This design comes from an exercise in tuning for small area on the open sky130 flow, not from production work. For this run, only the layout was checked, not whether the RTL still works. Power figures rest on the tool's default switching activity, not on a simulated workload.

===== flow/flow/run.sh =====
#!/bin/bash
set -euo pipefail
export CTS_ARGS="-sink_clustering_enable -repair_clock_nets -dont_use_dummy_load -buf_list {sky130_fd_sc_hd__clkbuf_2 sky130_fd_sc_hd__clkbuf_4 sky130_fd_sc_hd__clkbuf_8}"
bash standard.sh > standard_flow.log 2>&1

===== flow/standard.sh =====
#!/bin/bash
# synth_recipe.tcl (not shown) runs the flow's synth.tcl, then flattens the netlist and writes it again
# the make line also repeats each setting of config.mk as NAME=value (left out here)
make -C /OpenROAD-flow-scripts/flow DESIGN_CONFIG=/design/flow/config.mk WORK_HOME=/design/flow/orfs CLKGATE_MAP_FILE= SYNTH_SCRIPT=/design/flow/synth_recipe.tcl "${@:-finish}"

===== flow/config.mk =====
export PLATFORM = sky130hd
export DESIGN_NAME = ekf_est
export DESIGN_NICKNAME = ekf_est
export VERILOG_FILES = /design/flow/design.v
export SDC_FILE = /design/flow/constraint.sdc
export NUM_CORES = 8
export LEC_CHECK = 0
export ABC_AREA = 1
export CAP_MARGIN = 20
export CORE_MARGIN = 2
export CORE_UTILIZATION = 60
export CTS_BUF_LIST = sky130_fd_sc_hd__clkbuf_2 sky130_fd_sc_hd__clkbuf_4 sky130_fd_sc_hd__clkbuf_8
export PLACE_DENSITY = 0.7
export SLEW_MARGIN = 20

===== flow/constraint.sdc =====
create_clock -name core_clock -period 20.0 [get_ports {clk}]
set_input_delay 4.0000 -clock core_clock [delete_from_list [all_inputs] [get_ports {clk}]]
set_output_delay 4.0000 -clock core_clock [all_outputs]
set_load 0.01 [all_outputs]

===== flow/design.v =====
`timescale 1ps/1ps
module ekf_est (
    clk,
    n_rst,
    start,
    init,
    mode,
    i_b,
    v_t,
    ready,
    ekf_vrc,
    ekf_soc,
    ekf_done
);
input clk, n_rst;
input start;
input init;
input mode;
input [4:0] i_b;
input [23:0] v_t;
output ready;
output [23:0] ekf_vrc;
output [23:0] ekf_soc;
output ekf_done;
localparam [23:0] TH4_1 = 24'h03645a, TH4_2 = 24'h011d14, TH4_3 = 24'h01fbe7;
localparam [23:0] TH5_1 = 24'h5d2474, TH5_2 = 24'h688659, TH5_3 = 24'h53d3c3;
localparam [23:0] A4_F = 24'h6aff26, A4_S = 24'hadf77e;
localparam [23:0] A42_F = 24'h597b91, A42_S = 24'h348cd8;
localparam [23:0] B1_F = 24'hff463e, B1_S = 24'hf8be67;
localparam [23:0] B2_F = 24'h00b729, B2_S = 24'h0727a3;
localparam [23:0] DT_F = 24'h03ea03, DT_S = 24'h0a5753;
localparam [23:0] QC = 24'h000346;       
localparam [23:0] SOC_CH = 24'h010000, SOC_DIS = 24'h640000;
localparam [4:0] S_IDLE = 5'd0, S_A = 5'd1, S_B = 5'd2, S_C = 5'd3, S_D = 5'd4,
                 S_E = 5'd5, S_F = 5'd6, S_G = 5'd7, S_H = 5'd8, S_I = 5'd9,
                 S_J = 5'd10, S_K = 5'd11, S_L = 5'd12, S_M = 5'd13, S_N = 5'd14,
                 S_O = 5'd15, S_P = 5'd16, S_INIT = 5'd17, S_DONE = 5'd18;
reg [4:0] st;
reg [6:0] c;
reg [6:0] lastc;
always @(*) begin
    case (st)
        S_A: lastc = 7'd56;
        S_B: lastc = 7'd51;
        S_C, S_K: lastc = 7'd47;
        S_G, S_J: lastc = 7'd48;
        S_D: lastc = 7'd73;
        S_E, S_F, S_H, S_I, S_M, S_O: lastc = 7'd47;
        S_L: lastc = 7'd48;
        S_N, S_P: lastc = 7'd71;
        S_INIT: lastc = 7'd23;
        default: lastc = 7'd0;
    endcase
end
wire last = (c == lastc);
wire accept = (st == S_IDLE) && start;
always @(posedge clk or negedge n_rst) begin
    if (!n_rst) begin
        st <= S_IDLE;
        c <= 7'd0;
    end else if (st == S_IDLE) begin
        c <= 7'd0;
        if (start) st <= init ? S_INIT : S_A;
    end else if (last) begin
        c <= 7'd0;
        if (st == S_P || st == S_INIT) st <= S_DONE;
        else if (st == S_DONE) st <= S_IDLE;
        else st <= st + 5'd1;
    end else begin
        c <= c + 7'd1;
    end
end
assign ready = (st == S_IDLE);
assign ekf_done = (st == S_DONE);
reg [23:0] XS, XR, P1, P2, P3, P4;
reg [24:0] VT;
reg [4:0] IBS;
reg FAST;
reg [1:0] BAND;
reg [47:0] D;
reg [23:0] K1, K2;
reg [23:0] ACCA;
reg [24:0] ACCB;
reg [4:0] MSACC;
reg NEGF;
assign ekf_soc = XS;
wire K1Z = (K1 == 24'h800000);
wire K2Z = (K2 == 24'h800000);
assign ekf_vrc = XR;
wire [6:0] xsi = XS[22:16];
wire [1:0] band_x = (xsi < 7'h14) ? 2'd0 : ((xsi <= 7'h5f) ? 2'd1 : 2'd2);
wire fast_x = mode ? (xsi > 7'd70) : (XS[22:21] == 2'b00);
wire [1:0] hb = (st >= S_M) ? band_x : BAND;
wire [23:0] TH4 = (hb == 2'd0) ? TH4_1 : ((hb == 2'd1) ? TH4_2 : TH4_3);
wire [23:0] A4 = FAST ? A4_F : A4_S;
wire [23:0] A42 = FAST ? A42_F : A42_S;
always @(posedge clk) begin
    if (accept) begin
        FAST <= init ? mode : fast_x;
        BAND <= band_x;
        IBS <= (i_b == 5'b10000) ? 5'd0 : i_b;
    end
end
reg [23:0] ca;
reg a_neg, sa_raw, a_on, a_msb;
always @(*) begin
    ca = TH4; a_neg = 1'b0; sa_raw = 1'b0;
    a_on = (c <= 7'd23); a_msb = (c == 7'd23);
    case (st)
        S_A: begin sa_raw = XS[0]; a_on = (c >= 7'd7) && (c <= 7'd30); a_msb = (c == 7'd30); end
        S_B: begin ca = A4; sa_raw = P2[0]; end
        S_C: begin ca = A4; sa_raw = P3[0]; end
        S_D, S_E, S_M: begin sa_raw = P1[0]; end
        S_H: begin sa_raw = P3[0]; end
        S_O: begin sa_raw = P2[0]; end
        S_L: begin ca = K1Z ? 24'd0 : K1; sa_raw = VT[0]; a_on = (c <= 7'd24); a_msb = (c == 7'd24); end
        S_N, S_P: begin ca = K1Z ? 24'd0 : K1; a_neg = 1'b1; sa_raw = D[0]; a_on = (c <= 7'd47); a_msb = (c == 7'd47); end
        default: ;
    endcase
end
reg seen_a;
wire sa = a_on & sa_raw & (~a_msb | seen_a);
wire suba = a_msb ^ a_neg;
wire [24:0] adda = ({25{sa}} & {ca[23], ca}) ^ {25{suba}};
wire [24:0] aina = {ACCA[23], ACCA};
reg [24:0] suma;
reg cya;
integer ia;
always @(*) begin
    cya = suba;
    for (ia = 0; ia < 25; ia = ia + 1) begin
        suma[ia] = aina[ia] ^ adda[ia] ^ cya;
        cya = (aina[ia] & adda[ia]) | (aina[ia] & cya) | (adda[ia] & cya);
    end
end
wire pa = suma[0];
always @(posedge clk) begin
    ACCA <= last ? 24'd0 : suma[24:1];
    seen_a <= last ? 1'b0 : (seen_a | (a_on & sa_raw & ~a_msb));
end
reg [23:0] cb;
reg b_neg, sb_raw, b_on, b_msb;
reg WREG;
wire divm = (st == S_G) || (st == S_J);
always @(*) begin
    cb = A4; b_neg = 1'b0; sb_raw = 1'b0;
    b_on = (c <= 7'd23); b_msb = (c == 7'd23);
    case (st)
        S_A, S_B: begin sb_raw = XR[0]; end
        S_C: begin cb = A42; sb_raw = P4[0]; end
        S_D: begin cb = TH4; sb_raw = WREG; b_on = (c >= 7'd1) && (c <= 7'd49); b_msb = (c == 7'd49); end
        S_L: begin cb = K2Z ? 24'd0 : K2; sb_raw = VT[0]; b_on = (c <= 7'd24); b_msb = (c == 7'd24); end
        S_N, S_P: begin cb = K2Z ? 24'd0 : K2; b_neg = 1'b1; sb_raw = D[0]; b_on = (c <= 7'd47); b_msb = (c == 7'd47); end
        S_G, S_J: begin cb = K2; end
        default: ;
    endcase
end
reg seen_b;
wire sb = divm | (b_on & sb_raw & (~b_msb | seen_b));
wire subb = divm ? ~(ACCB[24] ^ K2[23]) : (b_msb ^ b_neg);
wire [24:0] addb = ({25{sb}} & {cb[23], cb}) ^ {25{subb}};
wire [24:0] ainb = ACCB;
reg [24:0] sumb;
reg cyb;
integer ib;
always @(*) begin
    cyb = subb;
    for (ib = 0; ib < 25; ib = ib + 1) begin
        sumb[ib] = ainb[ib] ^ addb[ib] ^ cyb;
        cyb = (ainb[ib] & addb[ib]) | (ainb[ib] & cyb) | (addb[ib] & cyb);
    end
end
wire pb = sumb[0];
wire kbzero = (K2 == 24'd0);
wire qbit = ~sumb[24] | kbzero;
always @(posedge clk) begin
    ACCB <= last ? 25'd0 : (divm ? {sumb[23:0], D[47]} : {sumb[24], sumb[24:1]});
    seen_b <= last ? 1'b0 : (seen_b | (b_on & sb_raw & ~b_msb));
end
function cbit;
    input [23:0] k;
    input [6:0] cc;
    input [6:0] off;
    integer i;
    reg r;
    begin
        r = 1'b0;
        for (i = 0; i < 24; i = i + 1)
            if (k[i]) r = r | (cc == off + i);
        cbit = r;
    end
endfunction
reg ms_bit, subs;
always @(*) begin
    ms_bit = 1'b0; subs = 1'b0;
    case (st)
        S_A: begin ms_bit = FAST ? cbit(DT_F, c, 7'd23) : cbit(DT_S, c, 7'd23); end
        S_B: begin ms_bit = FAST ? cbit(B2_F, c, 7'd23) : cbit(B2_S, c, 7'd23); end
        S_C: begin ms_bit = FAST ? cbit(B1_F, c, 7'd0) : cbit(B1_S, c, 7'd0); subs = (c == 7'd23); end
        default: ;
    endcase
end
wire [5:0] adds = ({6{ms_bit}} & {IBS[4], IBS}) ^ {6{subs}};
wire [5:0] ains = {MSACC[4], MSACC};
reg [5:0] sums;
reg cys;
integer is;
always @(*) begin
    cys = subs;
    for (is = 0; is < 6; is = is + 1) begin
        sums[is] = ains[is] ^ adds[is] ^ cys;
        cys = (ains[is] & adds[is]) | (ains[is] & cys) | (adds[is] & cys);
    end
end
wire ps = sums[0];
always @(posedge clk) MSACC <= last ? 5'd0 : sums[5:1];
reg f1_x, f1_sm, f2_x, f3_x;
always @(*) begin
    f1_x = 1'b0; f1_sm = 1'b0;
    case (st)
        S_D: f1_x = P3[0];
        S_E: f1_x = P2[0];
        S_H: f1_x = P4[0];
        S_M: begin f1_x = P3[0]; f1_sm = 1'b1; end
        S_O: begin f1_x = P4[0]; f1_sm = 1'b1; end
        default: ;
    endcase
    f2_x = P2[0];
    f3_x = P4[0];
end
reg f1_seen, f1_hold, f2_seen, f2_hold, f3_seen, f3_hold;
wire f1_out = (c < 7'd23) ? 1'b0 : (c < 7'd46) ? (f1_x ^ f1_seen) :
              (c == 7'd46) ? (((f1_sm ? (f1_x & f1_seen) : f1_x)) ^ f1_seen) : f1_hold;
wire f2_out = (c < 7'd23) ? 1'b0 : (c < 7'd46) ? (f2_x ^ f2_seen) :
              (c == 7'd46) ? ((f2_x & f2_seen) ^ f2_seen) : f2_hold;
wire f3_out = (c < 7'd47) ? 1'b0 : (c < 7'd70) ? (f3_x ^ f3_seen) :
              (c == 7'd70) ? (f3_x ^ f3_seen) : f3_hold;
always @(posedge clk) begin
    f1_seen <= last ? 1'b0 : (f1_seen | ((c >= 7'd23) && (c < 7'd46) && f1_x));
    f2_seen <= last ? 1'b0 : (f2_seen | ((c >= 7'd23) && (c < 7'd46) && f2_x));
    f3_seen <= last ? 1'b0 : (f3_seen | ((c >= 7'd47) && (c < 7'd70) && f3_x));
    if (c == 7'd46) f1_hold <= f1_out;
    if (c == 7'd46) f2_hold <= f2_out;
    if (c == 7'd70) f3_hold <= f3_out;
end
reg x1, y1, i1, x2, y2, i2, x3, y3, i3, x4, y4, i4, act4;
reg cy1, cy2, cy3, cy4;
wire s1, s2, s3, s4;
reg nseen;
wire vn_act = (c >= 7'd26) && (c <= 7'd48);
wire vn_out = s3 ^ nseen;
wire dn_out = D[0] ^ (NEGF & nseen);
always @(*) begin
    x1 = 1'b0; y1 = 1'b0; i1 = 1'b0;
    x2 = 1'b0; y2 = 1'b0; i2 = 1'b0;
    x3 = 1'b0; y3 = 1'b0; i3 = 1'b0;
    x4 = 1'b0; y4 = 1'b0; i4 = 1'b0; act4 = 1'b1;
    case (st)
        S_A: begin
            x1 = pa; y1 = (BAND == 2'd0) ? cbit(TH5_1, c, 7'd25) : (BAND == 2'd1) ? cbit(TH5_2, c, 7'd25) : cbit(TH5_3, c, 7'd25);
            x2 = s1; y2 = pb; i2 = 1'b1;
            x3 = s2; y3 = ps; i3 = 1'b1;
            x4 = VT[0]; y4 = vn_out; act4 = vn_act || (c == 7'd55) || (c == 7'd56);
        end
        S_B: begin x1 = pb; y1 = ps; end
        S_C: begin
            x1 = pb; y1 = cbit(QC, c, 7'd23);
            x2 = (c >= 7'd7) & XS[0]; y2 = ps;
            x3 = P1[0]; y3 = cbit(QC, c, 7'd0);
        end
        S_D: begin
            x1 = pa; y1 = f1_out;
            x2 = s1; y2 = f2_out;
            x3 = pb; y3 = cbit(QC, c, 7'd47);
            x4 = s3; y4 = f3_out; i4 = 1'b1;
        end
        S_E, S_H, S_M, S_O: begin x1 = pa; y1 = f1_out; end
        S_L: begin
            x1 = pa; y1 = (c >= 7'd24) & XS[0];
            x2 = pb; y2 = (c >= 7'd20) & XR[0];
        end
        S_N: begin
            x1 = pa; y1 = (c >= 7'd43) & P1[0];
            x2 = pb; y2 = (c >= 7'd46) & P3[0];
        end
        S_P: begin
            x1 = pa; y1 = (c >= 7'd43) & P2[0];
            x2 = pb; y2 = (c >= 7'd46) & P4[0];
        end
        default: ;
    endcase
end
wire c1 = (c == 7'd0) ? i1 : cy1;
wire c2 = (c == 7'd0) ? i2 : cy2;
wire c3 = (c == 7'd0) ? i3 : cy3;
wire c4 = (c == 7'd0) ? i4 : cy4;
wire y1e = y1 ^ i1, y2e = y2 ^ i2, y3e = y3 ^ i3, y4e = y4 ^ i4;
assign s1 = x1 ^ y1e ^ c1;
assign s2 = x2 ^ y2e ^ c2;
assign s3 = x3 ^ y3e ^ c3;
assign s4 = x4 ^ y4e ^ c4;
reg sdel;
always @(posedge clk) begin
    cy1 <= (x1 & y1e) | (x1 & c1) | (y1e & c1);
    cy2 <= (x2 & y2e) | (x2 & c2) | (y2e & c2);
    cy3 <= (x3 & y3e) | (x3 & c3) | (y3e & c3);
    cy4 <= act4 ? ((x4 & y4e) | (x4 & c4) | (y4e & c4)) : c4;
    sdel <= s1;
    WREG <= s2;
    if (last) nseen <= 1'b0;
    else if (st == S_A) begin
        if (vn_act) nseen <= nseen | s3;
    end else if (c <= 7'd47) nseen <= nseen | D[0];
end
function win;
    input [6:0] cc;
    input [6:0] lo;
    input [6:0] hi;
    begin
        win = (cc >= lo) && (cc <= hi);
    end
endfunction
reg shXS, shXR, shP1, shP2, shP3, shP4, shVT, shK1, shK2;
reg inXS, inXR, inP1, inP2, inP3, inP4, inVT, inK1, inK2, inD;
always @(*) begin
    shXS = 1'b0; shXR = 1'b0; shP1 = 1'b0; shP2 = 1'b0; shP3 = 1'b0; shP4 = 1'b0;
    shVT = 1'b0; shK1 = 1'b0; shK2 = 1'b0;
    inXS = XS[0]; inXR = XR[0]; inP1 = P1[0]; inP2 = P2[0]; inP3 = P3[0]; inP4 = P4[0];
    inVT = s4; inK1 = dn_out; inK2 = dn_out; inD = D[0];
    case (st)
        S_INIT: begin
            shXS = 1'b1; shXR = 1'b1; shP1 = 1'b1; shP2 = 1'b1; shP3 = 1'b1; shP4 = 1'b1;
            inXS = FAST ? cbit(SOC_CH, c, 7'd0) : cbit(SOC_DIS, c, 7'd0);
            inXR = 1'b0; inP2 = 1'b0; inP3 = 1'b0;
            inP1 = cbit(QC, c, 7'd0); inP4 = cbit(QC, c, 7'd0);
        end
        S_A: begin
            shXS = win(c, 7'd7, 7'd30);
            shXR = win(c, 7'd0, 7'd23);
            shVT = act4;
        end
        S_B: begin
            shXR = win(c, 7'd0, 7'd45) || (c == 7'd51); inXR = s1;
            shP2 = win(c, 7'd0, 7'd46); inP2 = pa;
        end
        S_C: begin
            shP3 = win(c, 7'd0, 7'd46); inP3 = pa;
            shP4 = win(c, 7'd0, 7'd45) || (c == 7'd47); inP4 = s1;
            shXS = win(c, 7'd7, 7'd29) || (c == 7'd31); inXS = s2;
            shP1 = win(c, 7'd0, 7'd22) || (c == 7'd24); inP1 = s3;
        end
        S_D: begin
            shP1 = win(c, 7'd0, 7'd23);
            shP3 = win(c, 7'd23, 7'd46);
            shP2 = win(c, 7'd23, 7'd46);
            shP4 = win(c, 7'd47, 7'd70);
            shK2 = win(c, 7'd47, 7'd69) || (c == 7'd73); inK2 = s4;
        end
        S_E: begin
            shP1 = win(c, 7'd0, 7'd23);
            shP2 = win(c, 7'd23, 7'd46);
            inD = (c == 7'd0) ? 1'b0 : (c == 7'd47) ? s1 : sdel;
        end
        S_F, S_I: inD = dn_out;
        S_H: begin
            shP3 = win(c, 7'd0, 7'd23);
            shP4 = win(c, 7'd23, 7'd46);
            inD = (c == 7'd0) ? 1'b0 : (c == 7'd47) ? s1 : sdel;
            shK1 = win(c, 7'd4, 7'd26) || (c == 7'd47);
        end
        S_K: shK2 = win(c, 7'd1, 7'd23) || (c == 7'd47);
        S_L: begin
            shVT = win(c, 7'd0, 7'd24);
            shXS = win(c, 7'd24, 7'd46) || (c == 7'd48); inXS = s1;
            shXR = win(c, 7'd20, 7'd42) || (c == 7'd48); inXR = s2;
        end
        S_M: begin
            shP1 = win(c, 7'd0, 7'd23);
            shP3 = win(c, 7'd23, 7'd46);
            inD = s1;
        end
        S_N: begin
            shP1 = win(c, 7'd43, 7'd65) || (c == 7'd71); inP1 = s1;
            shP3 = win(c, 7'd46, 7'd68) || (c == 7'd71); inP3 = s2;
        end
        S_O: begin
            shP2 = win(c, 7'd0, 7'd23);
            shP4 = win(c, 7'd23, 7'd46);
            inD = s1;
        end
        S_P: begin
            shP2 = win(c, 7'd43, 7'd65) || (c == 7'd71); inP2 = s1;
            shP4 = win(c, 7'd46, 7'd68) || (c == 7'd71); inP4 = s2;
        end
        default: ;
    endcase
end
always @(posedge clk) begin
    if (shXS) XS <= {inXS, XS[23:1]};
    if (shXR) XR <= {inXR, XR[23:1]};
    if (shP1) P1 <= {inP1, P1[23:1]};
    if (shP2) P2 <= {inP2, P2[23:1]};
    if (shP3) P3 <= {inP3, P3[23:1]};
    if (shP4) P4 <= {inP4, P4[23:1]};
    if (shK1) K1 <= {inK1, K1[23:1]};
    if (shK2) K2 <= {inK2, K2[23:1]};
    if (accept) VT <= {v_t[23], v_t};
    else if (shVT) VT <= {inVT, VT[24:1]};
    if (divm) D <= {D[46:0], qbit};
    else D <= {inD, D[47:1]};
    if ((st == S_E || st == S_H) && (c == 7'd47)) NEGF <= s1;
    else if (divm && last) NEGF <= NEGF ^ K2[23];
end
endmodule

==> run notes <==
RR Endpoint=ACCA[22]$_SDFF_PP0_; final worst slack=7.260 ns; vias in the first global route=12,420; IO Pins=84; Tcrit/Tclk final=0.6370; post-synth cell types=61; Leakage Power=0.007915 uW; Clock Path Buffers=3; yosys warns=1; CP Max Fanout=23; Num CTS Buffers=56; cell taking the most area after synthesis=edfxtp_1; Hold Crit Start=P3[21]$_DFFE_PP_; first-pass GRT wire length=64,150 um; post-synthesis register bit count=355; DP HPWL=28,090 um; starting density of the core=0.6110; WP buf/inv=5; slowest stage cell, crit path=inv_1; FILL cells=2,258; clk latency of the worst-skew pair=0.59 ns; Hold EP=P3[20]$_DFFE_PP_; minimum clock period after layout=12.74 ns; via/cell ratio=5.581; Avg Inst Size Synth=9.456 um2; final wirelength=39,220 um; status=complete, no violations; clk_skew=0.07700 ns; Post-Syn Area=17,070 um2; top cells by area, synth=edfxtp_1 (40%), dfxtp_1 (13%), nand2_1 (11%), fa_1 (6.6%), inv_1 (4.7%); Post-CTS Setup Bufs=0; largest net degree at the start of global routing=79; CP Class=reg2reg; DR pass1 iterations=8; delay-heaviest family, CP=adder cells; leading cell type in the layout, fill and taps excluded=nand2_1; gr usage total=0.2657; top cell type's share of synthesized area=0.4029; crit path DAT=13.19 ns; setup tns final=0 ns; critical path's most frequent cell=fa_1; post-synthesis sequential area ratio=0.5542; CP Capture Type=flip-flop; Resized Gates After CTS=0; commonest non-fill, non-tap cells in the layout=nand2_1 (503), edfxtp_1 (229), inv_1 (212), nor2_1 (158), dfxtp_1 (114); routed len/inst=17.23 um; CP max stage delay=0.57 ns; Nets=2,004; Worst-path clk slew=0.06 ns; RSZ-0062 raised after global routing=no; setup slack, reg-to-reg=7.26 ns; DR vias=12,700; Hold Crit Class=reg2reg; detailed-route DRC error count=0; # clock sinks=355; number of setup violations in the final report=0; post-place setup slack=7.300 ns; Core Region=27,930 um2; post-route ant nets=0; fraction of layout cells with a size suffix above 1=0.06428; relative slew slack=0.3222; H-tree levels=2; port bufs=83; CTS tree=done; area grow syn2layout=11.16%; worst slew pin tran=1.014 ns; Pwr Density=188.6 nW/um2; placer's final routability congestion estimate=1.056; drt initial violations=1,509; WHS Path Cells=0; CTS root buf=clkbuf_8; Cells after Synth=1,805; reg2reg start=st[0]$_DFFE_PN0P_; Peak VDD IR=0.00009866 V; Antenna diodes=0; hold_ws=0.3947 ns; Post-Syn Nets=1,909; startpoint type of the worst setup path=flip-flop; max_cap viols=0; Final Max Slew Viols=0; Congestion Overflow GR=0; cts hold-fix bufs=0; Die Y=172.7 um; Final Hold Viols=0; initial antenna violation count=0; die width=172.7 um; Cell Rows=61; fmax=0.07849 GHz; CP required=20.45 ns; Die Area=29,810 um2; worst reg-to-reg path cell count=39
## worst max path at each step
stage,slack (ns),start,end,cells after the start
after floorplan,8.73,st[0]$_DFFE_PN0P_,ACCA[22]$_SDFF_PP0_,40
after global placement,7.63,st[0]$_DFFE_PN0P_,ACCA[22]$_SDFF_PP0_,39
after detailed placement,7.30,st[0]$_DFFE_PN0P_,ACCA[22]$_SDFF_PP0_,39
after CTS,7.31,st[0]$_DFFE_PN0P_,ACCA[22]$_SDFF_PP0_,39
after global routing,6.56,st[0]$_DFFE_PN0P_,ACCA[22]$_SDFF_PP0_,39
final,7.26,st[0]$_DFFE_PN0P_,ACCA[22]$_SDFF_PP0_,39
## logic make-up after synthesis
group | after synthesis | share of synthesized area
mux | 1 | 0.0005864
buf+inv | 284 | 0.06736
compound gates | 211 | 0.07045
flops | 355 | 0.5542
xor+xnor | 62 | 0.03181
fa+ha+maj | 70 | 0.07594
simple gates | 822 | 0.1997
## area by class of cell
cell class,instances,area [um2],share of cell area
Inverter,226,852.1,0.04491
Sequential cell,355,9459,0.4985
Tap cell,378,473.0,0.02493
Multi-Input combinational cell,1166,6490,0.3421
Timing Repair Buffer,95,928.4,0.04893
Clock buffer,56,770.7,0.04062
## metrics by stage
stage               std cells  total power (uW)  area [um2]  utilization
floorplan                1805              2541       17070            -
global placement         2218              3025       18170       0.6506
detailed placement       2219              3084       18180       0.6510
CTS                      2275              3594       18960       0.6786
global route             2276              3890       18970       0.6792
finish                   2276              3579       18970       0.6792
## registers in the layout, summed over array words and instances, names as in the netlist, 2 cells and up
name and cells:
K2 24, MSACC 5, st 5, IBS 5, ACCA 24, VT 25
D 48, BAND 2, c 7, P4 24, P1 24, XS 24
ACCB 25, K1 24, P2 24, XR 24, P3 24
## synth_stat cells, drive strengths merged
| cell type | count |
|---|---|
| edfxtp | 229 |
| nor4 | 8 |
| a2111oi | 1 |
| o21a | 2 |
| a221oi | 2 |
| a31oi | 9 |
| clkbuf | 30 |
| xnor2 | 3 |
| a32o | 1 |
| a211oi | 2 |
| fa | 56 |
| nor3 | 13 |
| o311ai | 1 |
| a22o | 1 |
| o41a | 1 |
| a21oi | 62 |
| o22ai | 6 |
| ha | 14 |
| inv | 222 |
| nand4 | 15 |
| dfxtp | 114 |
| o21bai | 1 |
| nand2 | 517 |
| o31ai | 3 |
| a32oi | 1 |
| nor4b | 1 |
| dfrtp | 12 |
| o211ai | 5 |
| clkinv | 4 |
| nand3 | 86 |
| xor2 | 59 |
| and2 | 1 |
| nand3b | 2 |
| o221ai | 1 |
| mux2i | 1 |
| nor2 | 169 |
| o41ai | 1 |
| o21ai | 101 |
| a22oi | 3 |
| nor3b | 3 |
| and3 | 1 |
| a21o | 1 |
| or2 | 6 |
| o2111ai | 6 |
| buf | 28 |
## report_power, final
| part | switching, uW | internal (uW) |
|---|---|---|
| Combinational | 1110 | 646 |
| Sequential | 135 | 1200 |
| Clock | 243 | 245 |
| Total | 1490 | 2090 |
## layer usage
layer	part of all wire	GRT usage	wire length (um)	up-vias
met2	0.43	0.3998	17040	602
met5	0	0	0	-
met1	0.44	0.3838	17290	5968
li1	-	-	-	6015
met3	0.088	0.05563	3467	118
met4	0.036	0.09922	1421	0

[afterwards: timing with drivers on the ports]
No port has a modelled driver above. Below, the same layout with a new extraction and two added sets of constraints. Step 1 assumes that a clkbuf_16 drives the clock port and a buf_2 every other input. Step 2 moves the port delays by t, midway between the first and last clock arrival at a register: inputs arrive t later, outputs are due t later. That takes back most of the time a late clock gives input paths. Slacks: ideal ports / drivers / drivers and shift; pairs: ideal ports / drivers.
t, ns: 0.599
slack for setup (ns): 7.260 / 7.260 / 7.260
hold slack, ns: 0.395 / 0.395 / 0.395
latest minus earliest clock arrival (ns): 0.081 / 0.082
worst data-port slew with drivers (ns): 0.05
After both steps this run still meets setup and hold. For this run, drivers alone change the setup slack by 0.000 ns; drivers and shift together by 0.000 ns.
